This design comes from an exercise in tuning for small area and a short achievable clock period on the open sky130 flow, not from production work.
At most, simulation tests tie the RTL to the original design; equivalence was not proved.
Function not checked in runs 2 and 3: the RTL went through the layout flow alone.
No activity file was given, so power comes from the tool's default toggle rates.

==> flow/design.v (outline; a module is shown in full before it is edited, if it fits) <==
// module dsp_27x27u: 2710 lines
// module mul_fa: 10 lines
// module mul_x2: 7 lines
// module mul_a2: 7 lines
// module mul_g0001: 8 lines
// module mul_g1010: 8 lines
// module mul_g1110: 8 lines
// module mul_p001: 7 lines
// module mul_p110: 7 lines
module dsp_27x27u #(
    parameter LATENCY = 2,
    parameter AX_WIDTH = 27,
    parameter AY_WIDTH = 27,
    parameter RESULT_A_WIDTH = 54
) (
    input   clock,
    input   resetn,
    input   ivalid,
    input   iready,
    output  ovalid,
    output  oready,
    input [AX_WIDTH-1:0] ax,
    input [AY_WIDTH-1:0] ay,
    output [RESULT_A_WIDTH-1:0] resulta
);
  // ...
==> flow/flow/run.sh <==
#!/bin/bash
# The standard layout (standard.sh), except that the buffers on the ports are
# plain buffers (buf_2) rather than the delay cells the default picks.
# make's output goes to standard.log; each ORFS step keeps its own log under orfs/logs.
set -euo pipefail
bash standard.sh finish "BUFFER_PORTS_ARGS=-buffer_cell sky130_fd_sc_hd__buf_2" > standard.log 2>&1
==> flow/standard.sh <==
#!/bin/bash
# synth_recipe.tcl (not shown) runs the flow's synth.tcl, then flattens the netlist and writes it again
# the make line also repeats each setting of config.mk as NAME=value (left out here)
make -C /OpenROAD-flow-scripts/flow DESIGN_CONFIG=/design/flow/config.mk WORK_HOME=/design/flow/orfs CLKGATE_MAP_FILE= SYNTH_SCRIPT=/design/flow/synth_recipe.tcl "${@:-finish}"
==> flow/config.mk <==
export PLATFORM = sky130hd
export DESIGN_NAME = dsp_27x27u
export DESIGN_NICKNAME = dsp_27x27u
export VERILOG_FILES = /design/flow/design.v
export SDC_FILE = /design/flow/constraint.sdc
export NUM_CORES = 4
export LEC_CHECK = 0
export CAP_MARGIN = 20
export CORE_MARGIN = 2
export CORE_UTILIZATION = 45
export SETUP_SLACK_MARGIN = 4.9
export SLEW_MARGIN = 20
export SYNTH_HIERARCHICAL = 1
export SYNTH_MINIMUM_KEEP_SIZE = 0
export TNS_END_PERCENT = 20
==> flow/constraint.sdc <==
create_clock -name core_clock -period 8.5 [get_ports {clock}]
set_input_delay 1.7000 -clock core_clock [delete_from_list [all_inputs] [get_ports {clock}]]
set_output_delay 1.7000 -clock core_clock [all_outputs]
set_load 0.01 [all_outputs]
==> results.py, run 1 <==
metrics = {
    "run_status": {
        "run_status": "no timing/DRC/antenna violations",
    },
    "setup_path": {
        "end_kind": "output port",
        "critical_path.top_delay_family": "simple AND/OR/NAND/NOR gates",
        "critical_path.max_stage_delay_ns": 0.39,
    },
    "drt": {
        "highest_layer": "met5",
        "met3_length_um": 9620,
        "wl_met2_um": 31300,
        "post-route-drc-count": 0,
    },
    "finish": {
        "seq-cell-share": 0.162,
        "multi_input_area_share": 0.689,
        "fin_cells": 2857,
    },
    "hold_path": {
        "hold_path_class": "register to register",
        "hold_end": "lowr[0]",
    },
    "sta": {
        "rsz0062_at_grt": "true",
        "finalCriticalPeriod_ns": 3.94,
    },
    "synth": {
        "async_flop_share": 0,
        "synth_area_leaders": "fa_1, dfxtp_1, xnor2_1",
    },
    "clock_network": {
        "cts.hold.buffers_added": 0,
        "numCtsBuffers": 17,
        "clock_sinks": 196,
        "clk_latency_ns": 0.48,
    },
    "die": {
        "start_util": 0.456,
    },
    "placed_design": {
        "gp_congestion": 0.933,
        "preCtsSetupSlack_ns": 4.12,
    },
    "grt": {
        "grt.busiest_layer": "met2",
    },
}
==> inputs of run 2 (changes only) <==
--- a/flow/design.v
+++ b/flow/design.v
@@ -1928,148 +1928,148 @@
     assign x3_d[21] = xp329 ^ ~pg457;
     assign x3_d[22] = xp331 ^ ~pg458;
     assign x3_d[23] = xp333 ^ pg459;
     assign x3_d[24] = xp335 ^ pg460;
     assign x3_d[25] = xp337 ^ ~pg461;
     assign x3_d[26] = xp339 ^ ~pg462;
     assign x3_d[27] = ax[26] ^ pg463;
     assign x3_d[28] = pg464;
-    mul_x2 u_s465 (.a(negr[1]), .b(pp4), .y(s465));
-    mul_a2 u_c466 (.a(negr[1]), .b(pp4), .y(c466));
-    mul_x2 u_s467 (.a(pp5), .b(pp31), .y(s467));
-    mul_a2 u_c468 (.a(pp5), .b(pp31), .y(c468));
-    mul_x2 u_s469 (.a(pp6), .b(pp32), .y(s469));
-    mul_a2 u_c470 (.a(pp6), .b(pp32), .y(c470));
+    assign s465 = negr[1] ^ pp4;
+    assign c466 = negr[1] & pp4;
+    assign s467 = pp5 ^ pp31;
+    assign c468 = pp5 & pp31;
+    assign s469 = pp6 ^ pp32;
+    assign c470 = pp6 & pp32;
     mul_fa u_s471 (.a(negr[2]), .b(pp7), .c(pp33), .s(s471), .co(c472));
-    mul_x2 u_s473 (.a(pp59), .b(c470), .y(s473));
-    mul_a2 u_c474 (.a(pp59), .b(c470), .y(c474));
+    assign s473 = pp59 ^ c470;
+    assign c474 = pp59 & c470;
     mul_fa u_s475 (.a(pp8), .b(pp34), .c(pp60), .s(s475), .co(c476));
-    mul_x2 u_s477 (.a(c472), .b(c474), .y(s477));
-    mul_a2 u_c478 (.a(c472), .b(c474), .y(c478));
+    assign s477 = c472 ^ c474;
+    assign c478 = c472 & c474;
     mul_fa u_s479 (.a(pp9), .b(pp35), .c(pp61), .s(s479), .co(c480));
-    mul_x2 u_s481 (.a(c476), .b(s479), .y(s481));
-    mul_a2 u_c482 (.a(c476), .b(s479), .y(c482));
+    assign s481 = c476 ^ s479;
+    assign c482 = c476 & s479;
     mul_fa u_s483 (.a(negr[3]), .b(pp10), .c(pp36), .s(s483), .co(c484));
     mul_fa u_s485 (.a(pp62), .b(pp88), .c(c480), .s(s485), .co(c486));
-    mul_x2 u_s487 (.a(s483), .b(c482), .y(s487));
-    mul_a2 u_c488 (.a(s483), .b(c482), .y(c488));
+    assign s487 = s483 ^ c482;
+    assign c488 = s483 & c482;
     mul_fa u_s489 (.a(pp11), .b(pp37), .c(pp63), .s(s489), .co(c490));
     mul_fa u_s491 (.a(pp89), .b(c484), .c(s489), .s(s491), .co(c492));
-    mul_x2 u_s493 (.a(c486), .b(c488), .y(s493));
-    mul_a2 u_c494 (.a(c486), .b(c488), .y(c494));
+    assign s493 = c486 ^ c488;
+    assign c494 = c486 & c488;
     mul_fa u_s495 (.a(pp12), .b(pp38), .c(pp64), .s(s495), .co(c496));
     mul_fa u_s497 (.a(pp90), .b(c490), .c(s495), .s(s497), .co(c498));
-    mul_x2 u_s499 (.a(c492), .b(s497), .y(s499));
-    mul_a2 u_c500 (.a(c492), .b(s497), .y(c500));
+    assign s499 = c492 ^ s497;
+    assign c500 = c492 & s497;
     mul_fa u_s501 (.a(negr[4]), .b(pp13), .c(pp39), .s(s501), .co(c502));
     mul_fa u_s503 (.a(pp65), .b(pp91), .c(pp117), .s(s503), .co(c504));
     mul_fa u_s505 (.a(c496), .b(s501), .c(s503), .s(s505), .co(c506));
-    mul_x2 u_s507 (.a(c498), .b(s505), .y(s507));
-    mul_a2 u_c508 (.a(c498), .b(s505), .y(c508));
+    assign s507 = c498 ^ s505;
+    assign c508 = c498 & s505;
     mul_fa u_s509 (.a(pp14), .b(pp40), .c(pp66), .s(s509), .co(c510));
     mul_fa u_s511 (.a(pp92), .b(pp118), .c(c502), .s(s511), .co(c512));
     mul_fa u_s513 (.a(c504), .b(s509), .c(s511), .s(s513), .co(c514));
-    mul_x2 u_s515 (.a(c506), .b(c508), .y(s515));
-    mul_a2 u_c516 (.a(c506), .b(c508), .y(c516));
+    assign s515 = c506 ^ c508;
+    assign c516 = c506 & c508;
     mul_fa u_s517 (.a(pp15), .b(pp41), .c(pp67), .s(s517), .co(c518));
     mul_fa u_s519 (.a(pp93), .b(pp119), .c(c510), .s(s519), .co(c520));
     mul_fa u_s521 (.a(s517), .b(c512), .c(s519), .s(s521), .co(c522));
-    mul_x2 u_s523 (.a(c514), .b(s521), .y(s523));
-    mul_a2 u_c524 (.a(c514), .b(s521), .y(c524));
+    assign s523 = c514 ^ s521;
+    assign c524 = c514 & s521;
     mul_fa u_s525 (.a(negr[5]), .b(pp16), .c(pp42), .s(s525), .co(c526));
     mul_fa u_s527 (.a(pp68), .b(pp94), .c(pp120), .s(s527), .co(c528));
     mul_fa u_s529 (.a(pp146), .b(c518), .c(s525), .s(s529), .co(c530));
     mul_fa u_s531 (.a(s527), .b(c520), .c(s529), .s(s531), .co(c532));
-    mul_x2 u_s533 (.a(c522), .b(s531), .y(s533));
-    mul_a2 u_c534 (.a(c522), .b(s531), .y(c534));
+    assign s533 = c522 ^ s531;
+    assign c534 = c522 & s531;
     mul_fa u_s535 (.a(pp17), .b(pp43), .c(pp69), .s(s535), .co(c536));
     mul_fa u_s537 (.a(pp95), .b(pp121), .c(pp147), .s(s537), .co(c538));
     mul_fa u_s539 (.a(c526), .b(c528), .c(s535), .s(s539), .co(c540));
     mul_fa u_s541 (.a(s537), .b(c530), .c(s539), .s(s541), .co(c542));
-    mul_x2 u_s543 (.a(c532), .b(s541), .y(s543));
-    mul_a2 u_c544 (.a(c532), .b(s541), .y(c544));
+    assign s543 = c532 ^ s541;
+    assign c544 = c532 & s541;
     mul_fa u_s545 (.a(pp18), .b(pp44), .c(pp70), .s(s545), .co(c546));
     mul_fa u_s547 (.a(pp96), .b(pp122), .c(pp148), .s(s547), .co(c548));
     mul_fa u_s549 (.a(c536), .b(c538), .c(s545), .s(s549), .co(c550));
     mul_fa u_s551 (.a(s547), .b(c540), .c(s549), .s(s551), .co(c552));
-    mul_x2 u_s553 (.a(c542), .b(s551), .y(s553));
-    mul_a2 u_c554 (.a(c542), .b(s551), .y(c554));
+    assign s553 = c542 ^ s551;
+    assign c554 = c542 & s551;
     mul_fa u_s555 (.a(negr[6]), .b(pp19), .c(pp45), .s(s555), .co(c556));
     mul_fa u_s557 (.a(pp71), .b(pp97), .c(pp123), .s(s557), .co(c558));
     mul_fa u_s559 (.a(pp149), .b(pp175), .c(c546), .s(s559), .co(c560));
     mul_fa u_s561 (.a(c548), .b(s555), .c(s557), .s(s561), .co(c562));
     mul_fa u_s563 (.a(s559), .b(c550), .c(s561), .s(s563), .co(c564));
-    mul_x2 u_s565 (.a(c552), .b(s563), .y(s565));
-    mul_a2 u_c566 (.a(c552), .b(s563), .y(c566));
+    assign s565 = c552 ^ s563;
+    assign c566 = c552 & s563;
     mul_fa u_s567 (.a(pp20), .b(pp46), .c(pp72), .s(s567), .co(c568));
     mul_fa u_s569 (.a(pp98), .b(pp124), .c(pp150), .s(s569), .co(c570));
     mul_fa u_s571 (.a(pp176), .b(c556), .c(c558), .s(s571), .co(c572));
     mul_fa u_s573 (.a(s567), .b(s569), .c(c560), .s(s573), .co(c574));
     mul_fa u_s575 (.a(c562), .b(s571), .c(s573), .s(s575), .co(c576));
-    mul_x2 u_s577 (.a(c564), .b(c566), .y(s577));
-    mul_a2 u_c578 (.a(c564), .b(c566), .y(c578));
+    assign s577 = c564 ^ c566;
+    assign c578 = c564 & c566;
     mul_fa u_s579 (.a(pp21), .b(pp47), .c(pp73), .s(s579), .co(c580));
     mul_fa u_s581 (.a(pp99), .b(pp125), .c(pp151), .s(s581), .co(c582));
     mul_fa u_s583 (.a(pp177), .b(c568), .c(c570), .s(s583), .co(c584));
     mul_fa u_s585 (.a(s579), .b(s581), .c(c572), .s(s585), .co(c586));
     mul_fa u_s587 (.a(s583), .b(c574), .c(s585), .s(s587), .co(c588));
-    mul_x2 u_s589 (.a(c576), .b(s587), .y(s589));
-    mul_a2 u_c590 (.a(c576), .b(s587), .y(c590));
+    assign s589 = c576 ^ s587;
+    assign c590 = c576 & s587;
     mul_fa u_s591 (.a(negr[7]), .b(pp22), .c(pp48), .s(s591), .co(c592));
     mul_fa u_s593 (.a(pp74), .b(pp100), .c(pp126), .s(s593), .co(c594));
     mul_fa u_s595 (.a(pp152), .b(pp178), .c(pp204), .s(s595), .co(c596));
     mul_fa u_s597 (.a(c580), .b(c582), .c(s591), .s(s597), .co(c598));
     mul_fa u_s599 (.a(s593), .b(s595), .c(c584), .s(s599), .co(c600));
     mul_fa u_s601 (.a(s597), .b(c586), .c(s599), .s(s601), .co(c602));
-    mul_x2 u_s603 (.a(c588), .b(s601), .y(s603));
-    mul_a2 u_c604 (.a(c588), .b(s601), .y(c604));
+    assign s603 = c588 ^ s601;
+    assign c604 = c588 & s601;
     mul_fa u_s605 (.a(pp23), .b(pp49), .c(pp75), .s(s605), .co(c606));
     mul_fa u_s607 (.a(pp101), .b(pp127), .c(pp153), .s(s607), .co(c608));
     mul_fa u_s609 (.a(pp179), .b(pp205), .c(c592), .s(s609), .co(c610));
     mul_fa u_s611 (.a(c594), .b(c596), .c(s605), .s(s611), .co(c612));
     mul_fa u_s613 (.a(s607), .b(s609), .c(c598), .s(s613), .co(c614));
     mul_fa u_s615 (.a(s611), .b(c600), .c(s613), .s(s615), .co(c616));
-    mul_x2 u_s617 (.a(c602), .b(s615), .y(s617));
-    mul_a2 u_c618 (.a(c602), .b(s615), .y(c618));
+    assign s617 = c602 ^ s615;
+    assign c618 = c602 & s615;
     mul_fa u_s619 (.a(pp24), .b(pp50), .c(pp76), .s(s619), .co(c620));
     mul_fa u_s621 (.a(pp102), .b(pp128), .c(pp154), .s(s621), .co(c622));
     mul_fa u_s623 (.a(pp180), .b(pp206), .c(c606), .s(s623), .co(c624));
     mul_fa u_s625 (.a(c608), .b(s619), .c(s621), .s(s625), .co(c626));
     mul_fa u_s627 (.a(c610), .b(s623), .c(c612), .s(s627), .co(c628));
     mul_fa u_s629 (.a(s625), .b(c614), .c(s627), .s(s629), .co(c630));
-    mul_x2 u_s631 (.a(c616), .b(s629), .y(s631));
-    mul_a2 u_c632 (.a(c616), .b(s629), .y(c632));
+    assign s631 = c616 ^ s629;
+    assign c632 = c616 & s629;
     mul_fa u_s633 (.a(negr[8]), .b(pp25), .c(pp51), .s(s633), .co(c634));
     mul_fa u_s635 (.a(pp77), .b(pp103), .c(pp129), .s(s635), .co(c636));
     mul_fa u_s637 (.a(pp155), .b(pp181), .c(pp207), .s(s637), .co(c638));
     mul_fa u_s639 (.a(pp233), .b(c620), .c(c622), .s(s639), .co(c640));
     mul_fa u_s641 (.a(s633), .b(s635), .c(s637), .s(s641), .co(c642));
     mul_fa u_s643 (.a(c624), .b(s639), .c(c626), .s(s643), .co(c644));
     mul_fa u_s645 (.a(s641), .b(c628), .c(s643), .s(s645), .co(c646));
-    mul_x2 u_s647 (.a(c630), .b(s645), .y(s647));
-    mul_a2 u_c648 (.a(c630), .b(s645), .y(c648));
+    assign s647 = c630 ^ s645;
+    assign c648 = c630 & s645;
     mul_fa u_s649 (.a(pp26), .b(pp52), .c(pp78), .s(s649), .co(c650));
     mul_fa u_s651 (.a(pp104), .b(pp130), .c(pp156), .s(s651), .co(c652));
     mul_fa u_s653 (.a(pp182), .b(pp208), .c(pp234), .s(s653), .co(c654));
     mul_fa u_s655 (.a(c634), .b(c636), .c(c638), .s(s655), .co(c656));
     mul_fa u_s657 (.a(s649), .b(s651), .c(s653), .s(s657), .co(c658));
     mul_fa u_s659 (.a(c640), .b(c642), .c(s655), .s(s659), .co(c660));
     mul_fa u_s661 (.a(s657), .b(c644), .c(s659), .s(s661), .co(c662));
-    mul_x2 u_s663 (.a(c646), .b(s661), .y(s663));
-    mul_a2 u_c664 (.a(c646), .b(s661), .y(c664));
+    assign s663 = c646 ^ s661;
+    assign c664 = c646 & s661;
     mul_fa u_s665 (.a(pp27), .b(pp53), .c(pp79), .s(s665), .co(c666));
     mul_fa u_s667 (.a(pp105), .b(pp131), .c(pp157), .s(s667), .co(c668));
     mul_fa u_s669 (.a(pp183), .b(pp209), .c(pp235), .s(s669), .co(c670));
     mul_fa u_s671 (.a(c650), .b(c652), .c(c654), .s(s671), .co(c672));
     mul_fa u_s673 (.a(s665), .b(s667), .c(s669), .s(s673), .co(c674));
     mul_fa u_s675 (.a(c656), .b(c658), .c(s671), .s(s675), .co(c676));
     mul_fa u_s677 (.a(s673), .b(c660), .c(s675), .s(s677), .co(c678));
-    mul_x2 u_s679 (.a(c662), .b(s677), .y(s679));
-    mul_a2 u_c680 (.a(c662), .b(s677), .y(c680));
+    assign s679 = c662 ^ s677;
+    assign c680 = c662 & s677;
     mul_fa u_s681 (.a(pp262), .b(pp28), .c(pp54), .s(s681), .co(c682));
     mul_fa u_s683 (.a(pp80), .b(pp106), .c(pp132), .s(s683), .co(c684));
     mul_fa u_s685 (.a(pp158), .b(pp184), .c(pp210), .s(s685), .co(c686));
     mul_fa u_s687 (.a(pp236), .b(c666), .c(c668), .s(s687), .co(c688));
     mul_fa u_s689 (.a(c670), .b(s681), .c(s683), .s(s689), .co(c690));
     mul_fa u_s691 (.a(s685), .b(c672), .c(s687), .s(s691), .co(c692));
     mul_fa u_s693 (.a(c674), .b(s689), .c(c676), .s(s693), .co(c694));
     mul_fa u_s695 (.a(s691), .b(s693), .c(c678), .s(s695), .co(c696));
@@ -2085,194 +2085,194 @@
     assign c714 = pp264 | ~negr[0];
     mul_fa u_s715 (.a(pp56), .b(pp82), .c(pp108), .s(s715), .co(c716));
     mul_fa u_s717 (.a(pp134), .b(pp160), .c(pp186), .s(s717), .co(c718));
     mul_fa u_s719 (.a(pp212), .b(pp238), .c(s713), .s(s719), .co(c720));
     mul_fa u_s721 (.a(c698), .b(c700), .c(c702), .s(s721), .co(c722));
     mul_fa u_s723 (.a(s715), .b(s717), .c(s719), .s(s723), .co(c724));
     mul_fa u_s725 (.a(c704), .b(c706), .c(s721), .s(s725), .co(c726));
     mul_fa u_s727 (.a(s723), .b(c708), .c(s725), .s(s727), .co(c728));
-    mul_x2 u_s729 (.a(c710), .b(s727), .y(s729));
-    mul_a2 u_c730 (.a(c710), .b(s727), .y(c730));
+    assign s729 = c710 ^ s727;
+    assign c730 = c710 & s727;
     assign s731 = ~(pp265 ^ pp57);
     assign c732 = pp265 | pp57;
     mul_fa u_s733 (.a(pp83), .b(pp109), .c(pp135), .s(s733), .co(c734));
     mul_fa u_s735 (.a(pp161), .b(pp187), .c(pp213), .s(s735), .co(c736));
     mul_fa u_s737 (.a(pp239), .b(c714), .c(s731), .s(s737), .co(c738));
     mul_fa u_s739 (.a(c716), .b(c718), .c(c720), .s(s739), .co(c740));
     mul_fa u_s741 (.a(s733), .b(s735), .c(s737), .s(s741), .co(c742));
     mul_fa u_s743 (.a(c722), .b(c724), .c(s739), .s(s743), .co(c744));
     mul_fa u_s745 (.a(s741), .b(c726), .c(s743), .s(s745), .co(c746));
-    mul_x2 u_s747 (.a(c728), .b(s745), .y(s747));
-    mul_a2 u_c748 (.a(c728), .b(s745), .y(c748));
+    assign s747 = c728 ^ s745;
+    assign c748 = c728 & s745;
     assign s749 = ~(pp266 ^ pp58);
     assign c750 = pp266 | pp58;
     mul_fa u_s751 (.a(pp84), .b(pp110), .c(pp136), .s(s751), .co(c752));
     mul_fa u_s753 (.a(pp162), .b(pp188), .c(pp214), .s(s753), .co(c754));
     mul_fa u_s755 (.a(pp240), .b(c732), .c(s749), .s(s755), .co(c756));
     mul_fa u_s757 (.a(c734), .b(c736), .c(s751), .s(s757), .co(c758));
     mul_fa u_s759 (.a(s753), .b(c738), .c(s755), .s(s759), .co(c760));
     mul_fa u_s761 (.a(c740), .b(s757), .c(c742), .s(s761), .co(c762));
     mul_fa u_s763 (.a(s759), .b(c744), .c(s761), .s(s763), .co(c764));
-    mul_x2 u_s765 (.a(c746), .b(s763), .y(s765));
-    mul_a2 u_c766 (.a(c746), .b(s763), .y(c766));
+    assign s765 = c746 ^ s763;
+    assign c766 = c746 & s763;
     mul_fa u_s767 (.a(pp267), .b(~negr[1]), .c(pp85), .s(s767), .co(c768));
     mul_fa u_s769 (.a(pp111), .b(pp137), .c(pp163), .s(s769), .co(c770));
     mul_fa u_s771 (.a(pp189), .b(pp215), .c(pp241), .s(s771), .co(c772));
     mul_fa u_s773 (.a(c750), .b(c752), .c(c754), .s(s773), .co(c774));
     mul_fa u_s775 (.a(s767), .b(s769), .c(s771), .s(s775), .co(c776));
     mul_fa u_s777 (.a(c756), .b(c758), .c(s773), .s(s777), .co(c778));
     mul_fa u_s779 (.a(s775), .b(c760), .c(s777), .s(s779), .co(c780));
     mul_fa u_s781 (.a(c762), .b(s779), .c(c764), .s(s781), .co(c782));
     assign s783 = ~(pp268 ^ pp86);
     assign c784 = pp268 | pp86;
     mul_fa u_s785 (.a(pp112), .b(pp138), .c(pp164), .s(s785), .co(c786));
     mul_fa u_s787 (.a(pp190), .b(pp216), .c(pp242), .s(s787), .co(c788));
     mul_fa u_s789 (.a(s783), .b(c768), .c(c770), .s(s789), .co(c790));
     mul_fa u_s791 (.a(c772), .b(s785), .c(s787), .s(s791), .co(c792));
     mul_fa u_s793 (.a(c774), .b(s789), .c(c776), .s(s793), .co(c794));
     mul_fa u_s795 (.a(s791), .b(c778), .c(s793), .s(s795), .co(c796));
-    mul_x2 u_s797 (.a(c780), .b(s795), .y(s797));
-    mul_a2 u_c798 (.a(c780), .b(s795), .y(c798));
+    assign s797 = c780 ^ s795;
+    assign c798 = c780 & s795;
     assign s799 = ~(pp269 ^ pp87);
     assign c800 = pp269 | pp87;
     mul_fa u_s801 (.a(pp113), .b(pp139), .c(pp165), .s(s801), .co(c802));
     mul_fa u_s803 (.a(pp191), .b(pp217), .c(pp243), .s(s803), .co(c804));
     mul_fa u_s805 (.a(c784), .b(s799), .c(c786), .s(s805), .co(c806));
     mul_fa u_s807 (.a(c788), .b(s801), .c(s803), .s(s807), .co(c808));
     mul_fa u_s809 (.a(c790), .b(s805), .c(c792), .s(s809), .co(c810));
     mul_fa u_s811 (.a(s807), .b(c794), .c(s809), .s(s811), .co(c812));
-    mul_x2 u_s813 (.a(c796), .b(s811), .y(s813));
-    mul_a2 u_c814 (.a(c796), .b(s811), .y(c814));
+    assign s813 = c796 ^ s811;
+    assign c814 = c796 & s811;
     mul_fa u_s815 (.a(pp270), .b(~negr[2]), .c(pp114), .s(s815), .co(c816));
     mul_fa u_s817 (.a(pp140), .b(pp166), .c(pp192), .s(s817), .co(c818));
     mul_fa u_s819 (.a(pp218), .b(pp244), .c(c800), .s(s819), .co(c820));
     mul_fa u_s821 (.a(c802), .b(c804), .c(s815), .s(s821), .co(c822));
     mul_fa u_s823 (.a(s817), .b(s819), .c(c806), .s(s823), .co(c824));
     mul_fa u_s825 (.a(c808), .b(s821), .c(s823), .s(s825), .co(c826));
     mul_fa u_s827 (.a(c810), .b(s825), .c(c812), .s(s827), .co(c828));
     assign s829 = ~(pp271 ^ pp115);
     assign c830 = pp271 | pp115;
     mul_fa u_s831 (.a(pp141), .b(pp167), .c(pp193), .s(s831), .co(c832));
     mul_fa u_s833 (.a(pp219), .b(pp245), .c(s829), .s(s833), .co(c834));
     mul_fa u_s835 (.a(c816), .b(c818), .c(s831), .s(s835), .co(c836));
     mul_fa u_s837 (.a(c820), .b(s833), .c(c822), .s(s837), .co(c838));
     mul_fa u_s839 (.a(s835), .b(c824), .c(s837), .s(s839), .co(c840));
-    mul_x2 u_s841 (.a(c826), .b(s839), .y(s841));
-    mul_a2 u_c842 (.a(c826), .b(s839), .y(c842));
+    assign s841 = c826 ^ s839;
+    assign c842 = c826 & s839;
     assign s843 = ~(pp272 ^ pp116);
     assign c844 = pp272 | pp116;
     mul_fa u_s845 (.a(pp142), .b(pp168), .c(pp194), .s(s845), .co(c846));
     mul_fa u_s847 (.a(pp220), .b(pp246), .c(c830), .s(s847), .co(c848));
     mul_fa u_s849 (.a(s843), .b(c832), .c(s845), .s(s849), .co(c850));
     mul_fa u_s851 (.a(c834), .b(s847), .c(c836), .s(s851), .co(c852));
     mul_fa u_s853 (.a(s849), .b(c838), .c(s851), .s(s853), .co(c854));
-    mul_x2 u_s855 (.a(c840), .b(s853), .y(s855));
-    mul_a2 u_c856 (.a(c840), .b(s853), .y(c856));
+    assign s855 = c840 ^ s853;
+    assign c856 = c840 & s853;
     mul_fa u_s857 (.a(pp273), .b(~negr[3]), .c(pp143), .s(s857), .co(c858));
     mul_fa u_s859 (.a(pp169), .b(pp195), .c(pp221), .s(s859), .co(c860));
     mul_fa u_s861 (.a(pp247), .b(c844), .c(c846), .s(s861), .co(c862));
     mul_fa u_s863 (.a(s857), .b(s859), .c(c848), .s(s863), .co(c864));
     mul_fa u_s865 (.a(s861), .b(c850), .c(s863), .s(s865), .co(c866));
     mul_fa u_s867 (.a(c852), .b(s865), .c(c854), .s(s867), .co(c868));
     assign s869 = ~(pp274 ^ pp144);
     assign c870 = pp274 | pp144;
     mul_fa u_s871 (.a(pp170), .b(pp196), .c(pp222), .s(s871), .co(c872));
     mul_fa u_s873 (.a(pp248), .b(s869), .c(c858), .s(s873), .co(c874));
     mul_fa u_s875 (.a(c860), .b(s871), .c(c862), .s(s875), .co(c876));
     mul_fa u_s877 (.a(s873), .b(c864), .c(s875), .s(s877), .co(c878));
-    mul_x2 u_s879 (.a(c866), .b(s877), .y(s879));
-    mul_a2 u_c880 (.a(c866), .b(s877), .y(c880));
+    assign s879 = c866 ^ s877;
+    assign c880 = c866 & s877;
     assign s881 = ~(pp275 ^ pp145);
     assign c882 = pp275 | pp145;
     mul_fa u_s883 (.a(pp171), .b(pp197), .c(pp223), .s(s883), .co(c884));
     mul_fa u_s885 (.a(pp249), .b(c870), .c(s881), .s(s885), .co(c886));
     mul_fa u_s887 (.a(c872), .b(s883), .c(s885), .s(s887), .co(c888));
     mul_fa u_s889 (.a(c874), .b(s887), .c(c876), .s(s889), .co(c890));
-    mul_x2 u_s891 (.a(s889), .b(c878), .y(s891));
-    mul_a2 u_c892 (.a(s889), .b(c878), .y(c892));
+    assign s891 = s889 ^ c878;
+    assign c892 = s889 & c878;
     mul_fa u_s893 (.a(pp276), .b(~negr[4]), .c(pp172), .s(s893), .co(c894));
     mul_fa u_s895 (.a(pp198), .b(pp224), .c(pp250), .s(s895), .co(c896));
     mul_fa u_s897 (.a(c882), .b(c884), .c(s893), .s(s897), .co(c898));
     mul_fa u_s899 (.a(s895), .b(c886), .c(s897), .s(s899), .co(c900));
     mul_fa u_s901 (.a(c888), .b(s899), .c(c890), .s(s901), .co(c902));
     assign s903 = ~(pp277 ^ pp173);
     assign c904 = pp277 | pp173;
     mul_fa u_s905 (.a(pp199), .b(pp225), .c(pp251), .s(s905), .co(c906));
     mul_fa u_s907 (.a(s903), .b(c894), .c(c896), .s(s907), .co(c908));
     mul_fa u_s909 (.a(s905), .b(c898), .c(s907), .s(s909), .co(c910));
-    mul_x2 u_s911 (.a(c900), .b(s909), .y(s911));
-    mul_a2 u_c912 (.a(c900), .b(s909), .y(c912));
+    assign s911 = c900 ^ s909;
+    assign c912 = c900 & s909;
     assign s913 = ~(pp278 ^ pp174);
     assign c914 = pp278 | pp174;
     mul_fa u_s915 (.a(pp200), .b(pp226), .c(pp252), .s(s915), .co(c916));
     mul_fa u_s917 (.a(c904), .b(s913), .c(c906), .s(s917), .co(c918));
     mul_fa u_s919 (.a(s915), .b(c908), .c(s917), .s(s919), .co(c920));
-    mul_x2 u_s921 (.a(c910), .b(s919), .y(s921));
-    mul_a2 u_c922 (.a(c910), .b(s919), .y(c922));
+    assign s921 = c910 ^ s919;
+    assign c922 = c910 & s919;
     mul_fa u_s923 (.a(pp279), .b(~negr[5]), .c(pp201), .s(s923), .co(c924));
     mul_fa u_s925 (.a(pp227), .b(pp253), .c(c914), .s(s925), .co(c926));
     mul_fa u_s927 (.a(c916), .b(s923), .c(s925), .s(s927), .co(c928));
     mul_fa u_s929 (.a(c918), .b(s927), .c(c920), .s(s929), .co(c930));
     assign s931 = ~(pp280 ^ pp202);
     assign c932 = pp280 | pp202;
     mul_fa u_s933 (.a(pp228), .b(pp254), .c(s931), .s(s933), .co(c934));
     mul_fa u_s935 (.a(c924), .b(c926), .c(s933), .s(s935), .co(c936));
-    mul_x2 u_s937 (.a(c928), .b(s935), .y(s937));
-    mul_a2 u_c938 (.a(c928), .b(s935), .y(c938));
+    assign s937 = c928 ^ s935;
+    assign c938 = c928 & s935;
     assign s939 = ~(pp281 ^ pp203);
     assign c940 = pp281 | pp203;
     mul_fa u_s941 (.a(pp229), .b(pp255), .c(c932), .s(s941), .co(c942));
     mul_fa u_s943 (.a(s939), .b(c934), .c(s941), .s(s943), .co(c944));
-    mul_x2 u_s945 (.a(c936), .b(s943), .y(s945));
-    mul_a2 u_c946 (.a(c936), .b(s943), .y(c946));
+    assign s945 = c936 ^ s943;
+    assign c946 = c936 & s943;
     mul_fa u_s947 (.a(pp282), .b(~negr[6]), .c(pp230), .s(s947), .co(c948));
     mul_fa u_s949 (.a(pp256), .b(c940), .c(s947), .s(s949), .co(c950));
     mul_fa u_s951 (.a(c942), .b(s949), .c(c944), .s(s951), .co(c952));
     assign s953 = ~(pp283 ^ pp231);
     assign c954 = pp283 | pp231;
     mul_fa u_s955 (.a(pp257), .b(s953), .c(c948), .s(s955), .co(c956));
-    mul_x2 u_s957 (.a(c950), .b(s955), .y(s957));
-    mul_a2 u_c958 (.a(c950), .b(s955), .y(c958));
+    assign s957 = c950 ^ s955;
+    assign c958 = c950 & s955;
     assign s959 = ~(pp284 ^ pp232);
     assign c960 = pp284 | pp232;
     mul_fa u_s961 (.a(pp258), .b(c954), .c(s959), .s(s961), .co(c962));
-    mul_x2 u_s963 (.a(s961), .b(c956), .y(s963));
-    mul_a2 u_c964 (.a(s961), .b(c956), .y(c964));
+    assign s963 = s961 ^ c956;
+    assign c964 = s961 & c956;
     mul_fa u_s965 (.a(pp285), .b(~negr[7]), .c(pp259), .s(s965), .co(c966));
     mul_fa u_s967 (.a(c960), .b(s965), .c(c962), .s(s967), .co(c968));
     assign s969 = ~(pp286 ^ pp260);
     assign c970 = pp286 | pp260;
-    mul_x2 u_s971 (.a(s969), .b(c966), .y(s971));
-    mul_a2 u_c972 (.a(s969), .b(c966), .y(c972));
+    assign s971 = s969 ^ c966;
+    assign c972 = s969 & c966;
     assign s973 = ~(pp287 ^ pp261);
     assign c974 = pp287 | pp261;
-    mul_x2 u_s975 (.a(c970), .b(s973), .y(s975));
-    mul_a2 u_c976 (.a(c970), .b(s973), .y(c976));
+    assign s975 = c970 ^ s973;
+    assign c976 = c970 & s973;
     mul_fa u_s977 (.a(pp288), .b(~negr[8]), .c(c974), .s(s977), .co(c978));
-    mul_x2 u_lp979 (.a(pp1), .b(negr[0]), .y(lp979));
-    mul_a2 u_lg980 (.a(pp1), .b(negr[0]), .y(lg980));
-    mul_x2 u_lp981 (.a(pp30), .b(s465), .y(lp981));
-    mul_a2 u_lg982 (.a(pp30), .b(s465), .y(lg982));
-    mul_x2 u_lp983 (.a(c466), .b(s467), .y(lp983));
-    mul_a2 u_lg984 (.a(c466), .b(s467), .y(lg984));
-    mul_x2 u_lp985 (.a(c468), .b(s469), .y(lp985));
-    mul_a2 u_lg986 (.a(c468), .b(s469), .y(lg986));
-    mul_x2 u_lp987 (.a(s471), .b(s473), .y(lp987));
-    mul_a2 u_lg988 (.a(s471), .b(s473), .y(lg988));
-    mul_x2 u_lp989 (.a(s475), .b(s477), .y(lp989));
-    mul_a2 u_lg990 (.a(s475), .b(s477), .y(lg990));
-    mul_x2 u_lp991 (.a(c478), .b(s481), .y(lp991));
-    mul_a2 u_lg992 (.a(c478), .b(s481), .y(lg992));
-    mul_x2 u_lp993 (.a(s485), .b(s487), .y(lp993));
-    mul_a2 u_lg994 (.a(s485), .b(s487), .y(lg994));
-    mul_x2 u_lp995 (.a(s491), .b(s493), .y(lp995));
-    mul_a2 u_lg996 (.a(s491), .b(s493), .y(lg996));
-    mul_x2 u_lp997 (.a(c494), .b(s499), .y(lp997));
-    mul_a2 u_lg998 (.a(c494), .b(s499), .y(lg998));
+    assign lp979 = pp1 ^ negr[0];
+    assign lg980 = pp1 & negr[0];
+    assign lp981 = pp30 ^ s465;
+    assign lg982 = pp30 & s465;
+    assign lp983 = c466 ^ s467;
+    assign lg984 = c466 & s467;
+    assign lp985 = c468 ^ s469;
+    assign lg986 = c468 & s469;
+    assign lp987 = s471 ^ s473;
+    assign lg988 = s471 & s473;
+    assign lp989 = s475 ^ s477;
+    assign lg990 = s475 & s477;
+    assign lp991 = c478 ^ s481;
+    assign lg992 = c478 & s481;
+    assign lp993 = s485 ^ s487;
+    assign lg994 = s485 & s487;
+    assign lp995 = s491 ^ s493;
+    assign lg996 = s491 & s493;
+    assign lp997 = c494 ^ s499;
+    assign lg998 = c494 & s499;
     assign pp999 = pp3 & pp2;
     mul_g0001 u_pg1000 (.gh(lg984), .ph(lp983), .gl(lg982), .go(pg1000));
     mul_p001 u_pp1001 (.ph(lp983), .pl(lp981), .po(pp1001));
     mul_g0001 u_pg1002 (.gh(lg988), .ph(lp987), .gl(lg986), .go(pg1002));
     mul_p001 u_pp1003 (.ph(lp987), .pl(lp985), .po(pp1003));
     mul_g0001 u_pg1004 (.gh(lg992), .ph(lp991), .gl(lg990), .go(pg1004));
     mul_p001 u_pp1005 (.ph(lp991), .pl(lp989), .po(pp1005));
     mul_g0001 u_pg1006 (.gh(lg996), .ph(lp995), .gl(lg994), .go(pg1006));
@@ -2313,100 +2313,100 @@
     assign lowsum[5] = lp985 ^ pg1018;
     assign lowsum[6] = lp987 ^ ~pg1030;
     assign lowsum[7] = lp989 ^ ~pg1019;
     assign lowsum[8] = lp991 ^ ~pg1032;
     assign lowsum[9] = lp993 ^ pg1025;
     assign lowsum[10] = lp995 ^ ~pg1033;
     assign lowsum[11] = lp997 ^ pg1027;
     assign lowsum[12] = ~pg1034;
-    mul_x2 u_cp1035 (.a(c500), .b(s507), .y(cp1035));
-    mul_a2 u_cg1036 (.a(c500), .b(s507), .y(cg1036));
-    mul_x2 u_cp1037 (.a(s513), .b(s515), .y(cp1037));
-    mul_a2 u_cg1038 (.a(s513), .b(s515), .y(cg1038));
-    mul_x2 u_cp1039 (.a(c516), .b(s523), .y(cp1039));
-    mul_a2 u_cg1040 (.a(c516), .b(s523), .y(cg1040));
-    mul_x2 u_cp1041 (.a(c524), .b(s533), .y(cp1041));
-    mul_a2 u_cg1042 (.a(c524), .b(s533), .y(cg1042));
-    mul_x2 u_cp1043 (.a(c534), .b(s543), .y(cp1043));
-    mul_a2 u_cg1044 (.a(c534), .b(s543), .y(cg1044));
-    mul_x2 u_cp1045 (.a(c544), .b(s553), .y(cp1045));
-    mul_a2 u_cg1046 (.a(c544), .b(s553), .y(cg1046));
-    mul_x2 u_cp1047 (.a(c554), .b(s565), .y(cp1047));
-    mul_a2 u_cg1048 (.a(c554), .b(s565), .y(cg1048));
-    mul_x2 u_cp1049 (.a(s575), .b(s577), .y(cp1049));
-    mul_a2 u_cg1050 (.a(s575), .b(s577), .y(cg1050));
-    mul_x2 u_cp1051 (.a(c578), .b(s589), .y(cp1051));
-    mul_a2 u_cg1052 (.a(c578), .b(s589), .y(cg1052));
-    mul_x2 u_cp1053 (.a(c590), .b(s603), .y(cp1053));
-    mul_a2 u_cg1054 (.a(c590), .b(s603), .y(cg1054));
-    mul_x2 u_cp1055 (.a(c604), .b(s617), .y(cp1055));
-    mul_a2 u_cg1056 (.a(c604), .b(s617), .y(cg1056));
-    mul_x2 u_cp1057 (.a(c618), .b(s631), .y(cp1057));
-    mul_a2 u_cg1058 (.a(c618), .b(s631), .y(cg1058));
-    mul_x2 u_cp1059 (.a(c632), .b(s647), .y(cp1059));
-    mul_a2 u_cg1060 (.a(c632), .b(s647), .y(cg1060));
-    mul_x2 u_cp1061 (.a(c648), .b(s663), .y(cp1061));
-    mul_a2 u_cg1062 (.a(c648), .b(s663), .y(cg1062));
-    mul_x2 u_cp1063 (.a(c664), .b(s679), .y(cp1063));
-    mul_a2 u_cg1064 (.a(c664), .b(s679), .y(cg1064));
-    mul_x2 u_cp1065 (.a(c680), .b(s695), .y(cp1065));
-    mul_a2 u_cg1066 (.a(c680), .b(s695), .y(cg1066));
-    mul_x2 u_cp1067 (.a(c696), .b(s711), .y(cp1067));
-    mul_a2 u_cg1068 (.a(c696), .b(s711), .y(cg1068));
-    mul_x2 u_cp1069 (.a(c712), .b(s729), .y(cp1069));
-    mul_a2 u_cg1070 (.a(c712), .b(s729), .y(cg1070));
-    mul_x2 u_cp1071 (.a(c730), .b(s747), .y(cp1071));
-    mul_a2 u_cg1072 (.a(c730), .b(s747), .y(cg1072));
-    mul_x2 u_cp1073 (.a(c748), .b(s765), .y(cp1073));
-    mul_a2 u_cg1074 (.a(c748), .b(s765), .y(cg1074));
-    mul_x2 u_cp1075 (.a(c766), .b(s781), .y(cp1075));
-    mul_a2 u_cg1076 (.a(c766), .b(s781), .y(cg1076));
-    mul_x2 u_cp1077 (.a(c782), .b(s797), .y(cp1077));
-    mul_a2 u_cg1078 (.a(c782), .b(s797), .y(cg1078));
-    mul_x2 u_cp1079 (.a(c798), .b(s813), .y(cp1079));
-    mul_a2 u_cg1080 (.a(c798), .b(s813), .y(cg1080));
-    mul_x2 u_cp1081 (.a(c814), .b(s827), .y(cp1081));
-    mul_a2 u_cg1082 (.a(c814), .b(s827), .y(cg1082));
-    mul_x2 u_cp1083 (.a(c828), .b(s841), .y(cp1083));
-    mul_a2 u_cg1084 (.a(c828), .b(s841), .y(cg1084));
-    mul_x2 u_cp1085 (.a(c842), .b(s855), .y(cp1085));
-    mul_a2 u_cg1086 (.a(c842), .b(s855), .y(cg1086));
-    mul_x2 u_cp1087 (.a(c856), .b(s867), .y(cp1087));
-    mul_a2 u_cg1088 (.a(c856), .b(s867), .y(cg1088));
-    mul_x2 u_cp1089 (.a(c868), .b(s879), .y(cp1089));
-    mul_a2 u_cg1090 (.a(c868), .b(s879), .y(cg1090));
-    mul_x2 u_cp1091 (.a(c880), .b(s891), .y(cp1091));
-    mul_a2 u_cg1092 (.a(c880), .b(s891), .y(cg1092));
-    mul_x2 u_cp1093 (.a(c892), .b(s901), .y(cp1093));
-    mul_a2 u_cg1094 (.a(c892), .b(s901), .y(cg1094));
-    mul_x2 u_cp1095 (.a(c902), .b(s911), .y(cp1095));
-    mul_a2 u_cg1096 (.a(c902), .b(s911), .y(cg1096));
-    mul_x2 u_cp1097 (.a(c912), .b(s921), .y(cp1097));
-    mul_a2 u_cg1098 (.a(c912), .b(s921), .y(cg1098));
-    mul_x2 u_cp1099 (.a(c922), .b(s929), .y(cp1099));
-    mul_a2 u_cg1100 (.a(c922), .b(s929), .y(cg1100));
-    mul_x2 u_cp1101 (.a(c930), .b(s937), .y(cp1101));
-    mul_a2 u_cg1102 (.a(c930), .b(s937), .y(cg1102));
-    mul_x2 u_cp1103 (.a(c938), .b(s945), .y(cp1103));
-    mul_a2 u_cg1104 (.a(c938), .b(s945), .y(cg1104));
-    mul_x2 u_cp1105 (.a(c946), .b(s951), .y(cp1105));
-    mul_a2 u_cg1106 (.a(c946), .b(s951), .y(cg1106));
-    mul_x2 u_cp1107 (.a(c952), .b(s957), .y(cp1107));
-    mul_a2 u_cg1108 (.a(c952), .b(s957), .y(cg1108));
-    mul_x2 u_cp1109 (.a(c958), .b(s963), .y(cp1109));
-    mul_a2 u_cg1110 (.a(c958), .b(s963), .y(cg1110));
-    mul_x2 u_cp1111 (.a(c964), .b(s967), .y(cp1111));
-    mul_a2 u_cg1112 (.a(c964), .b(s967), .y(cg1112));
-    mul_x2 u_cp1113 (.a(c968), .b(s971), .y(cp1113));
-    mul_a2 u_cg1114 (.a(c968), .b(s971), .y(cg1114));
-    mul_x2 u_cp1115 (.a(c972), .b(s975), .y(cp1115));
-    mul_a2 u_cg1116 (.a(c972), .b(s975), .y(cg1116));
-    mul_x2 u_cp1117 (.a(c976), .b(s977), .y(cp1117));
-    mul_a2 u_cg1118 (.a(c976), .b(s977), .y(cg1118));
+    assign cp1035 = c500 ^ s507;
+    assign cg1036 = c500 & s507;
+    assign cp1037 = s513 ^ s515;
+    assign cg1038 = s513 & s515;
+    assign cp1039 = c516 ^ s523;
+    assign cg1040 = c516 & s523;
+    assign cp1041 = c524 ^ s533;
+    assign cg1042 = c524 & s533;
+    assign cp1043 = c534 ^ s543;
+    assign cg1044 = c534 & s543;
+    assign cp1045 = c544 ^ s553;
+    assign cg1046 = c544 & s553;
+    assign cp1047 = c554 ^ s565;
+    assign cg1048 = c554 & s565;
+    assign cp1049 = s575 ^ s577;
+    assign cg1050 = s575 & s577;
+    assign cp1051 = c578 ^ s589;
+    assign cg1052 = c578 & s589;
+    assign cp1053 = c590 ^ s603;
+    assign cg1054 = c590 & s603;
+    assign cp1055 = c604 ^ s617;
+    assign cg1056 = c604 & s617;
+    assign cp1057 = c618 ^ s631;
+    assign cg1058 = c618 & s631;
+    assign cp1059 = c632 ^ s647;
+    assign cg1060 = c632 & s647;
+    assign cp1061 = c648 ^ s663;
+    assign cg1062 = c648 & s663;
+    assign cp1063 = c664 ^ s679;
+    assign cg1064 = c664 & s679;
+    assign cp1065 = c680 ^ s695;
+    assign cg1066 = c680 & s695;
+    assign cp1067 = c696 ^ s711;
+    assign cg1068 = c696 & s711;
+    assign cp1069 = c712 ^ s729;
+    assign cg1070 = c712 & s729;
+    assign cp1071 = c730 ^ s747;
+    assign cg1072 = c730 & s747;
+    assign cp1073 = c748 ^ s765;
+    assign cg1074 = c748 & s765;
+    assign cp1075 = c766 ^ s781;
+    assign cg1076 = c766 & s781;
+    assign cp1077 = c782 ^ s797;
+    assign cg1078 = c782 & s797;
+    assign cp1079 = c798 ^ s813;
+    assign cg1080 = c798 & s813;
+    assign cp1081 = c814 ^ s827;
+    assign cg1082 = c814 & s827;
+    assign cp1083 = c828 ^ s841;
+    assign cg1084 = c828 & s841;
+    assign cp1085 = c842 ^ s855;
+    assign cg1086 = c842 & s855;
+    assign cp1087 = c856 ^ s867;
+    assign cg1088 = c856 & s867;
+    assign cp1089 = c868 ^ s879;
+    assign cg1090 = c868 & s879;
+    assign cp1091 = c880 ^ s891;
+    assign cg1092 = c880 & s891;
+    assign cp1093 = c892 ^ s901;
+    assign cg1094 = c892 & s901;
+    assign cp1095 = c902 ^ s911;
+    assign cg1096 = c902 & s911;
+    assign cp1097 = c912 ^ s921;
+    assign cg1098 = c912 & s921;
+    assign cp1099 = c922 ^ s929;
+    assign cg1100 = c922 & s929;
+    assign cp1101 = c930 ^ s937;
+    assign cg1102 = c930 & s937;
+    assign cp1103 = c938 ^ s945;
+    assign cg1104 = c938 & s945;
+    assign cp1105 = c946 ^ s951;
+    assign cg1106 = c946 & s951;
+    assign cp1107 = c952 ^ s957;
+    assign cg1108 = c952 & s957;
+    assign cp1109 = c958 ^ s963;
+    assign cg1110 = c958 & s963;
+    assign cp1111 = c964 ^ s967;
+    assign cg1112 = c964 & s967;
+    assign cp1113 = c968 ^ s971;
+    assign cg1114 = c968 & s971;
+    assign cp1115 = c972 ^ s975;
+    assign cg1116 = c972 & s975;
+    assign cp1117 = c976 ^ s977;
+    assign cg1118 = c976 & s977;
     wire [41:0] fp = {pr53, pr52, pr51, pr50, pr49, pr48, pr47, pr46, pr45, pr44, pr43, pr42, pr41, pr40, pr39, pr38, pr37, pr36, pr35, pr34, pr33, pr32, pr31, pr30, pr29, pr28, pr27, pr26, pr25, pr24, pr23, pr22, pr21, pr20, pr19, pr18, pr17, pr16, pr15, pr14, pr13, pr12};
     wire [41:0] fg = {gr53, gr52, gr51, gr50, gr49, gr48, gr47, gr46, gr45, gr44, gr43, gr42, gr41, gr40, gr39, gr38, gr37, gr36, gr35, gr34, gr33, gr32, gr31, gr30, gr29, gr28, gr27, gr26, gr25, gr24, gr23, gr22, gr21, gr20, gr19, gr18, gr17, gr16, gr15, gr14, gr13, gr12};
     wire cin0 = lowr[12];
     mul_g0001 u_pg1119 (.gh(fg[0]), .ph(fp[0]), .gl(cin0), .go(pg1119));
     mul_g0001 u_pg1120 (.gh(fg[2]), .ph(fp[2]), .gl(fg[1]), .go(pg1120));
     mul_p001 u_pp1121 (.ph(fp[2]), .pl(fp[1]), .po(pp1121));
     mul_g0001 u_pg1122 (.gh(fg[4]), .ph(fp[4]), .gl(fg[3]), .go(pg1122));
     mul_p001 u_pp1123 (.ph(fp[4]), .pl(fp[3]), .po(pp1123));
@@ -2713,30 +2713,16 @@
     input b,
     input c,
     output s,
     output co
 );
     assign s = a ^ b ^ c;
     assign co = (a & b) | (a & c) | (b & c);
 endmodule
-module mul_x2 (
-    input a,
-    input b,
-    output y
-);
-    assign y = a ^ b;
-endmodule
-module mul_a2 (
-    input a,
-    input b,
-    output y
-);
-    assign y = a & b;
-endmodule
 module mul_g0001 (
     input gh,
     input ph,
     input gl,
     output go
 );
     assign go = ~(gh | (ph & gl));
 endmodule
==> flow/run.sh (new file) <==
#!/bin/bash
# synth_recipe.tcl (not shown) runs the flow's synth.tcl, then flattens the netlist and writes it again
# the make line also repeats each setting of config.mk as NAME=value (left out here)
make -C /OpenROAD-flow-scripts/flow DESIGN_CONFIG=/design/flow/config.mk WORK_HOME=/design/flow/orfs CLKGATE_MAP_FILE= SYNTH_SCRIPT=/design/flow/synth_recipe.tcl finish
==> flow/config.mk (replaced) <==
export PLATFORM = sky130hd
export DESIGN_NAME = dsp_27x27u
export DESIGN_NICKNAME = dsp_27x27u
export VERILOG_FILES = /design/flow/design.v
export SDC_FILE = /design/flow/constraint.sdc
export NUM_CORES = 4
export LEC_CHECK = 0
export CAP_MARGIN = 20
export CORE_MARGIN = 2
export CORE_UTILIZATION = 45
export SETUP_SLACK_MARGIN = 4.8
export SLEW_MARGIN = 20
export SYNTH_HIERARCHICAL = 1
export SYNTH_MINIMUM_KEEP_SIZE = 0
export TNS_END_PERCENT = 10
removed: flow/flow/run.sh
removed: flow/standard.sh
==> run 2 against run 1 <==
  * Synthesized cell count fell by 4.1%
  * Highest routed layer is now met4
  * Global-route usage rose by 0.29 points
  * Power fell by 9.3%
  * Clock skew rose by 0.0020 ns
  * Register-to-register slack got worse by 0.11 ns
  * Non-clock buffer count rose by 3
  * Area after synthesis fell by 1.1%
  * Utilization rose by 0.46 points
  * Still clean on timing, DRC and antenna
  * Die area fell by 1.1%
  * Critical endpoint is now resulta[49]
==> results.py, run 2 <==
metrics = {
    "run_status": {
        "run_status": "no timing/DRC/antenna violations",
    },
    "grt": {
        "grt_pass1_wl_um": 109000,
        "antenna_found_initial": 0,
        "grt_start_max_net_pins": 47,
        "grt_pass1_vias": 17832,
        "grt_usage": 0.297,
        "grt-ovfl-total": 0,
    },
    "placed_design": {
        "gp_congestion": 0.960,
        "place_hpwl_um": 47600,
        "post_dp_cell_area_mm2": 0.0226,
        "port_buffers": 108,
    },
    "finish": {
        "fillerInstances": 4088,
        "reg_top3": "x3r: 29 flops, xr: 26 flops, lowr: 13 flops",
        "final_cell_mix": "xnor2_1, a22o_1, ha_1",
        "final_common_cell": "xnor2_1",
        "drive_gt1_frac": 0.266,
        "syn_to_final_growth_pct": 19.3,
        "final_util": 0.541,
        "antenna_cells": 0,
        "nNetsFinal": 2574,
        "regMostFlops": "x3r",
        "final_area_mm2": 0.0251,
        "largest_register_ffs": 29,
    },
    "setup_path": {
        "worstSetupPathType": "register to output port",
        "worst-r2r-setup-slack_ns": 4.53,
        "cp_max_fo": 4,
        "end_kind": "output port",
        "required_ns": 6.80,
        "r2r_cells": 11,
        "arrival_ns": 2.36,
        "cp-start-kind": "register",
    },
    "synth": {
        "syn-cell-area_mm2": 0.0210,
        "seq_area_frac_synth": 0.187,
        "synth_area_leaders": "fa_1, dfxtp_1, xnor2_1",
        "synth_edf_count": 0,
        "synth.top_cell.area_share": 0.190,
        "async_flop_share": 0,
        "synth-warning-count": 8,
        "syn_avg_cell_area_um2": 9.81,
        "syn_inst": 2142,
        "ys_top_cells_by_count": "xnor2_1, a221oi_1, a22o_1, fa_1, dfxtp_1",
        "yosysTopAreaCell": "fa_1",
        "yosysUniqueCellTypes": 30,
        "yosysMostFrequentCell": "xnor2_1",
        "synthFlopType": "dfxtp_1",
        "ys_ff_latch": 196,
    },
    "die": {
        "die_area_mm2": 0.0485,
        "floorplan.rows": 79,
        "die_h_um": 220,
        "fp.dieW_um": 220,
        "ioPinCount": 114,
        "start_util": 0.453,
        "core_area_mm2": 0.0464,
    },
    "clock_network": {
        "cts.hold.buffers_added": 0,
        "clk_latency_ns": 0.47,
        "numCtsBuffers": 17,
        "cts_tree": "yes",
        "ctsRootBufferMaster": "clkbuf_16",
        "h-tree-depth": 4,
        "clk_path_buf_depth": 2,
        "clock_sinks": 196,
        "clkTransAtPathRegs_ns": 0.07,
    },
    "pwr": {
        "p_leak_nw": 9.58,
        "vdd_drop_max_uv": 236,
        "power_density_mw_per_mm2": 390,
    },
    "hold_path": {
        "hold_depth": 4,
        "hold_path_class": "register to register",
    },
    "sta": {
        "tns_ns": 0,
        "max_freq_mhz": 246,
        "clock_skew_ns": 0.0145,
        "finalCriticalPeriod_ns": 4.06,
        "tightest_slew_ns": 0.652,
        "slew_headroom": 0.565,
        "fin_crit_sh": 0.478,
        "hold-worst-slack_ns": 0.850,
        "rsz0062_at_grt": "true",
        "setup_violations": 0,
        "final-max-slew-violation-count": 0,
        "finalHoldViolCount": 0,
    },
    "drt": {
        "post-route-drc-count": 0,
        "wl_um": 74000,
        "vias": 17919,
        "drtAntennaViolNets": 0,
        "drt_iter0_drc": 1976,
        "wire_per_inst_um": 26.7,
        "post_drt_via_cell_ratio": 6.47,
        "detail_route.first_pass.iterations": 6,
    },
    "job": {
        "maxCapViolations": 0,
    },
}
run 2: worst max-delay path: stages (launching register included):
cell and delay [ns]:
dfxtp_2 0.34, a21oi_4 0.24, buf_6 0.14, inv_4 0.03, a21oi_4 0.22, buf_6 0.13, buf_4 0.11, o21ai_4 0.08
buf_4 0.15, xor2_1 0.14, dlygate4sd2_1 0.29
run 2: per-module statistics from Yosys (local to each module, per instance):
module	flops+latches	cells inside	copies in the design	cell area, um^2
dsp_27x27u	196	1626	1	15100
mul_fa	0	1	199	20.0
mul_g1010	0	2	1	12.5
mul_g0001	0	1	123	8.76
mul_g1110	0	1	72	5.00
mul_p001	0	1	73	3.75
mul_p110	0	1	47	3.75
run 2: logic make-up after synthesis:
kind of cell             share of synthesized area
multiplexers                               0.00429
XOR/XNOR                                     0.142
adder cells (fa/ha/maj)                      0.290
AND/OR/NAND/NOR                             0.0368
AO/OA/AOI/OAI                                0.275
flip-flops                                   0.187
other                                     0.000178
buffers and inverters                       0.0656
run 2: through the flow:
stage	instances	worst slack [ns]	total power [mW]
finish	2768	4.44	9.78
CTS	2744	4.35	9.45
detailed placement	2683	4.01	8.35
floorplan	2143	4.72	6.01
global route	2768	4.32	10.9
global placement	2683	4.00	8.19
run 2: path summary, 6_finish.rpt:
path                                from           to
worst max-delay path                pr12  resulta[49]
worst min-delay path              x3r[0]      lowr[0]
worst max register to register  fourr[4]         pr38
worst min register to register    x3r[0]      lowr[0]
run 2: cell type report:
class	count	area, um^2	area share
Timing Repair Buffer	235	2480	0.0990
Clock buffer	17	425	0.0170
Inverter	108	412	0.0164
Tap cell	607	759	0.0303
Sequential cell	196	4050	0.161
Clock inverter	15	184	0.00733
Multi-Input combinational cell	1590	16800	0.669
run 2: per-layer routing:
| layer | track usage | up-vias | wire, um |
|---|---|---|---|
| li1 | - | 7749 | - |
| met1 | 0.404 | 8719 | 30200 |
| met2 | 0.439 | 1204 | 31300 |
| met3 | 0.0922 | 247 | 9320 |
| met4 | 0.120 | 0 | 3240 |
| met5 | 0.00303 | - | 0 |
run 2: timing repair:
action                                  in CTS  in global routing
cloned                                       0                  8
endpoints found under the setup margin     101                 98
resized for setup                          195                260
pin swaps                                   40                 74
setup buffers                               29                 16
run 2: power by group:
| part | switching (mW) | internal, mW |
|---|---|---|
| clock network | 0.400 | 0.423 |
| logic | 3.79 | 3.40 |
| registers | 0.381 | 1.38 |
| total | 4.57 | 5.21 |
==> inputs of run 3 (changes only) <==
==> flow/flow/run.sh (new file) <==
#!/bin/bash
# The standard layout (standard.sh), except that the buffers on the ports are
# plain buffers (buf_2) rather than the delay cells the default picks.
# make's output goes to standard.log; each ORFS step keeps its own log under orfs/logs.
set -euo pipefail
bash standard.sh finish "BUFFER_PORTS_ARGS=-buffer_cell sky130_fd_sc_hd__buf_2" > standard.log 2>&1
==> flow/standard.sh (new file) <==
#!/bin/bash
# synth_recipe.tcl (not shown) runs the flow's synth.tcl, then flattens the netlist and writes it again
# the make line also repeats each setting of config.mk as NAME=value (left out here)
make -C /OpenROAD-flow-scripts/flow DESIGN_CONFIG=/design/flow/config.mk WORK_HOME=/design/flow/orfs CLKGATE_MAP_FILE= SYNTH_SCRIPT=/design/flow/synth_recipe.tcl "${@:-finish}"
removed: flow/run.sh
==> run 3 against run 2 <==
  * Still clean
  * Wire length increased by 2.4%
  * Critical path depth unchanged
  * Hold slack worse by 0.0086 ns
  * Die area unchanged
  * Utilization increased by 0.094 points
  * Sequential cell count unchanged
  * Clock power barely moved
  * Worst setup slack improved by 0.080 ns
  * Critical path type is now register to register
  * Largest power group unchanged
==> results.py, run 3 <==
metrics = {
    "pwr": {
        "vdd_drop_max_uv": 264,
        "power_density_mw_per_mm2": 386,
        "power_mw": 9.69,
        "p_leak_nw": 9.82,
    },
    "grt": {
        "grt_pass1_wl_um": 109000,
        "grt_pass1_vias": 18161,
        "grt-ovfl-total": 0,
        "grt_start_max_net_pins": 34,
        "grt_usage": 0.299,
        "antenna_found_initial": 0,
    },
    "die": {
        "fp.dieW_um": 220,
        "ioPinCount": 114,
        "core_area_mm2": 0.0464,
        "start_util": 0.453,
        "floorplan.rows": 79,
        "die_h_um": 220,
        "die_area_mm2": 0.0485,
    },
    "clock_network": {
        "h-tree-depth": 4,
        "clk_path_buf_depth": 2,
        "clkTransAtPathRegs_ns": 0.08,
        "clock_sinks": 196,
        "cts_tree": "yes",
        "clk_latency_ns": 0.48,
        "numCtsBuffers": 17,
        "cts.hold.buffers_added": 0,
        "ctsRootBufferMaster": "clkbuf_16",
    },
    "sta": {
        "setup_violations": 0,
        "fin_crit_sh": 0.468,
        "tightest_slew_ns": 0.677,
        "final-max-slew-violation-count": 0,
        "slew_headroom": 0.548,
        "finalHoldViolCount": 0,
        "finalCriticalPeriod_ns": 3.98,
        "tns_ns": 0,
        "rsz0062_at_grt": "true",
        "clock_skew_ns": 0.0177,
        "max_freq_mhz": 251,
    },
    "drt": {
        "vias": 18371,
        "detail_route.first_pass.iterations": 10,
        "drt_iter0_drc": 2381,
        "post_drt_via_cell_ratio": 6.54,
        "wire_per_inst_um": 27.0,
        "post-route-drc-count": 0,
        "drtAntennaViolNets": 0,
        "wl_um": 75800,
    },
    "setup_path": {
        "r2r_cells": 10,
        "end_kind": "register",
        "rr_endpoint": "pr22",
        "worstSetupPathType": "register to register",
        "arrival_ns": 4.33,
        "critical_path.top_delay_family": "adder cells",
        "required_ns": 8.85,
        "r2r_start": "xr[18]",
        "cp-start-kind": "register",
        "path_cells": "buf_12 -> a22o_1 -> a221oi_1 -> xnor2_1 -> fa_1 -> fa_1 -> fa_1 -> fa_1 -> ha_1 -> ha_1",
        "worst-r2r-setup-slack_ns": 4.52,
        "critical_path.max_stage_delay_ns": 0.61,
        "crit_top_cell": "fa_1",
        "cp_max_fo": 28,
        "crit_slowest_cell": "fa_1",
        "cp.buffers_inverters": 1,
    },
    "finish": {
        "drive_gt1_frac": 0.322,
        "fillerInstances": 4039,
        "regArea_mm2": 0.00409,
        "final_cell_mix": "xnor2_1, a22o_1, ha_1",
        "final_area_mm2": 0.0251,
        "nNetsFinal": 2612,
        "fin_cells": 2807,
        "reg_top3": "x3r: 29 flops, xr: 26 flops, lowr: 13 flops",
        "multi_input_area_mm2": 0.0166,
        "syn_to_final_growth_pct": 19.5,
        "regMostFlops": "x3r",
        "final_util": 0.542,
        "final_common_cell": "xnor2_1",
        "largest_register_ffs": 29,
    },
    "hold_path": {
        "hold_end": "lowr[0]",
        "hold_start": "x3r[0]",
        "hold_depth": 4,
        "hold_path_class": "register to register",
    },
    "placed_design": {
        "gp_congestion": 0.972,
        "port_buffers": 108,
        "place_hpwl_um": 47500,
        "post_dp_cell_area_mm2": 0.0221,
        "place_inst": 2684,
    },
    "synth": {
        "syn-cell-area_mm2": 0.0210,
        "synthFlopType": "dfxtp_1",
        "yosysUniqueCellTypes": 30,
        "async_flop_share": 0,
        "synth_area_leaders": "fa_1, dfxtp_1, xnor2_1",
        "synth.top_cell.area_share": 0.190,
        "ys_top_cells_by_count": "xnor2_1, a221oi_1, a22o_1, fa_1, dfxtp_1",
        "syn_avg_cell_area_um2": 9.81,
        "synth_edf_count": 0,
        "synth-warning-count": 8,
        "ys_ff_latch": 196,
        "yosysMostFrequentCell": "xnor2_1",
        "yosysTopAreaCell": "fa_1",
        "syn_inst": 2142,
        "seq_area_frac_synth": 0.187,
    },
    "job": {
        "maxCapViolations": 0,
    },
    "run_status": {
        "run_status": "no timing/DRC/antenna violations",
    },
}
run 3: metrics by stage:
step	hold WS, ns	setup WS [ns]
finish	0.841	4.52
global route	0.868	4.41
CTS	0.834	4.47
detailed placement	0.849	4.12
global placement	0.869	4.18
floorplan	0.614	4.72
run 3: worst max-delay path by stage:
stage	from	endpoint	slack [ns]	depth (start not counted)
3_5_place_dp	oner[1]	pr32	4.12	8
5_1_grt	xr[18]	pr22	4.41	10
2_1_floorplan	fourr[1]	pr32	4.72	12
3_3_place_gp	oner[1]	pr32	4.18	8
6_report	xr[18]	pr22	4.52	10
4_1_cts	lowr[12]	resulta[44]	4.47	9
run 3: layout make-up:
cell class / count / area share
Sequential cell: 196 / 0.163
Tap cell: 607 / 0.0302
Inverter: 108 / 0.0162
Antenna cell: 1 / 0.0000996
Clock buffer: 18 / 0.0171
Clock inverter: 14 / 0.00727
Timing Repair Buffer: 273 / 0.104
Multi-Input combinational cell: 1590 / 0.662
run 3: what timing repair did:
action / 4_1_cts / 5_1_grt
setup buffers: 31 / 40
endpoints found under the setup margin: 95 / 92
resized for setup: 241 / 155
gates cloned: 4 / 15
pin swaps: 70 / 63
run 3: per-module statistics from Yosys, one instance, submodules excluded:
| module | copies in the design | cell area [um^2] | flops+latches |
|---|---|---|---|
| dsp_27x27u | 1 | 15100 | 196 |
| mul_g1010 | 1 | 12.5 | 0 |
| mul_fa | 199 | 20.0 | 0 |
| mul_g1110 | 72 | 5.00 | 0 |
| mul_p110 | 47 | 3.75 | 0 |
| mul_g0001 | 123 | 8.76 | 0 |
| mul_p001 | 73 | 3.75 | 0 |
run 3: kinds of logic after synthesis:
| kind of cell | after synthesis | synth area share |
|---|---|---|
| AO/OA/AOI/OAI | 693 | 0.275 |
| XOR/XNOR | 340 | 0.142 |
| adder cells (fa/ha/maj) | 368 | 0.290 |
| buffers and inverters | 357 | 0.0656 |
| flip-flops | 196 | 0.187 |
| multiplexers | 8 | 0.00429 |
| other | 1 | 0.000178 |
| AND/OR/NAND/NOR | 179 | 0.0368 |
run 3: metal layers:
layer  vias to the layer above  part of all wire  global-route usage
met5                         -                 0                   0
li1                       7843                 -                   -
met3                       281              0.13              0.0990
met1                      8930              0.39               0.389
met2                      1317              0.42               0.445
met4                         0             0.052               0.152
run 3: report_power, final:
group,internal [mW],switching (mW),total (mW)
Combinational,3.26,3.83,7.10
Clock,0.423,0.399,0.822
Sequential,1.39,0.378,1.76
Total,5.07,4.61,9.69
run 3: tightest hold or removal path: cells and delay by family, from the launching register on:
| family | cells | cell delay, ns |
|---|---|---|
| adders and majority gates | 1 | 0.14 |
| xor gates and xnor gates | 1 | 0.05 |
| AOI/OAI and AO/OA | 1 | 0.11 |
| DFF | 1 | 0.31 |
| buffers and inverters | 1 | 0.18 |

[separate check: timing with driven ports]
In the flow no input, the clock included, has a driving cell. The finished layouts below were timed again as built, in two steps.
Step 1, drivers: a clkbuf_16 drives clock and a buf_2 each remaining input, both assumed.
Step 2 adds t to the input delays and takes it off the output delays; t is the mean of the earliest and latest rising clock arrival at the registers after step 1. Input paths then give back, and output paths get back, about the clock's delay inside the block.
Slacks: no drivers / after step 1 / after step 2; pairs: no drivers / after step 1.
run	t, ns	setup slack, ns	clock arrival spread, ns	worst slew at a driven data input, ns
run 1	0.526	4.560 / 4.506 / 4.626	0.012 / 0.013	0.05
run 2	0.524	4.438 / 4.381 / 4.257	0.015 / 0.015	0.05
run 3	0.521	4.518 / 4.472 / 4.518	0.017 / 0.018	0.04
After both steps every run listed still meets setup and hold. The setup slack of run 2, which loses most, moves by -0.057 ns with the drivers and by -0.181 ns with both steps.
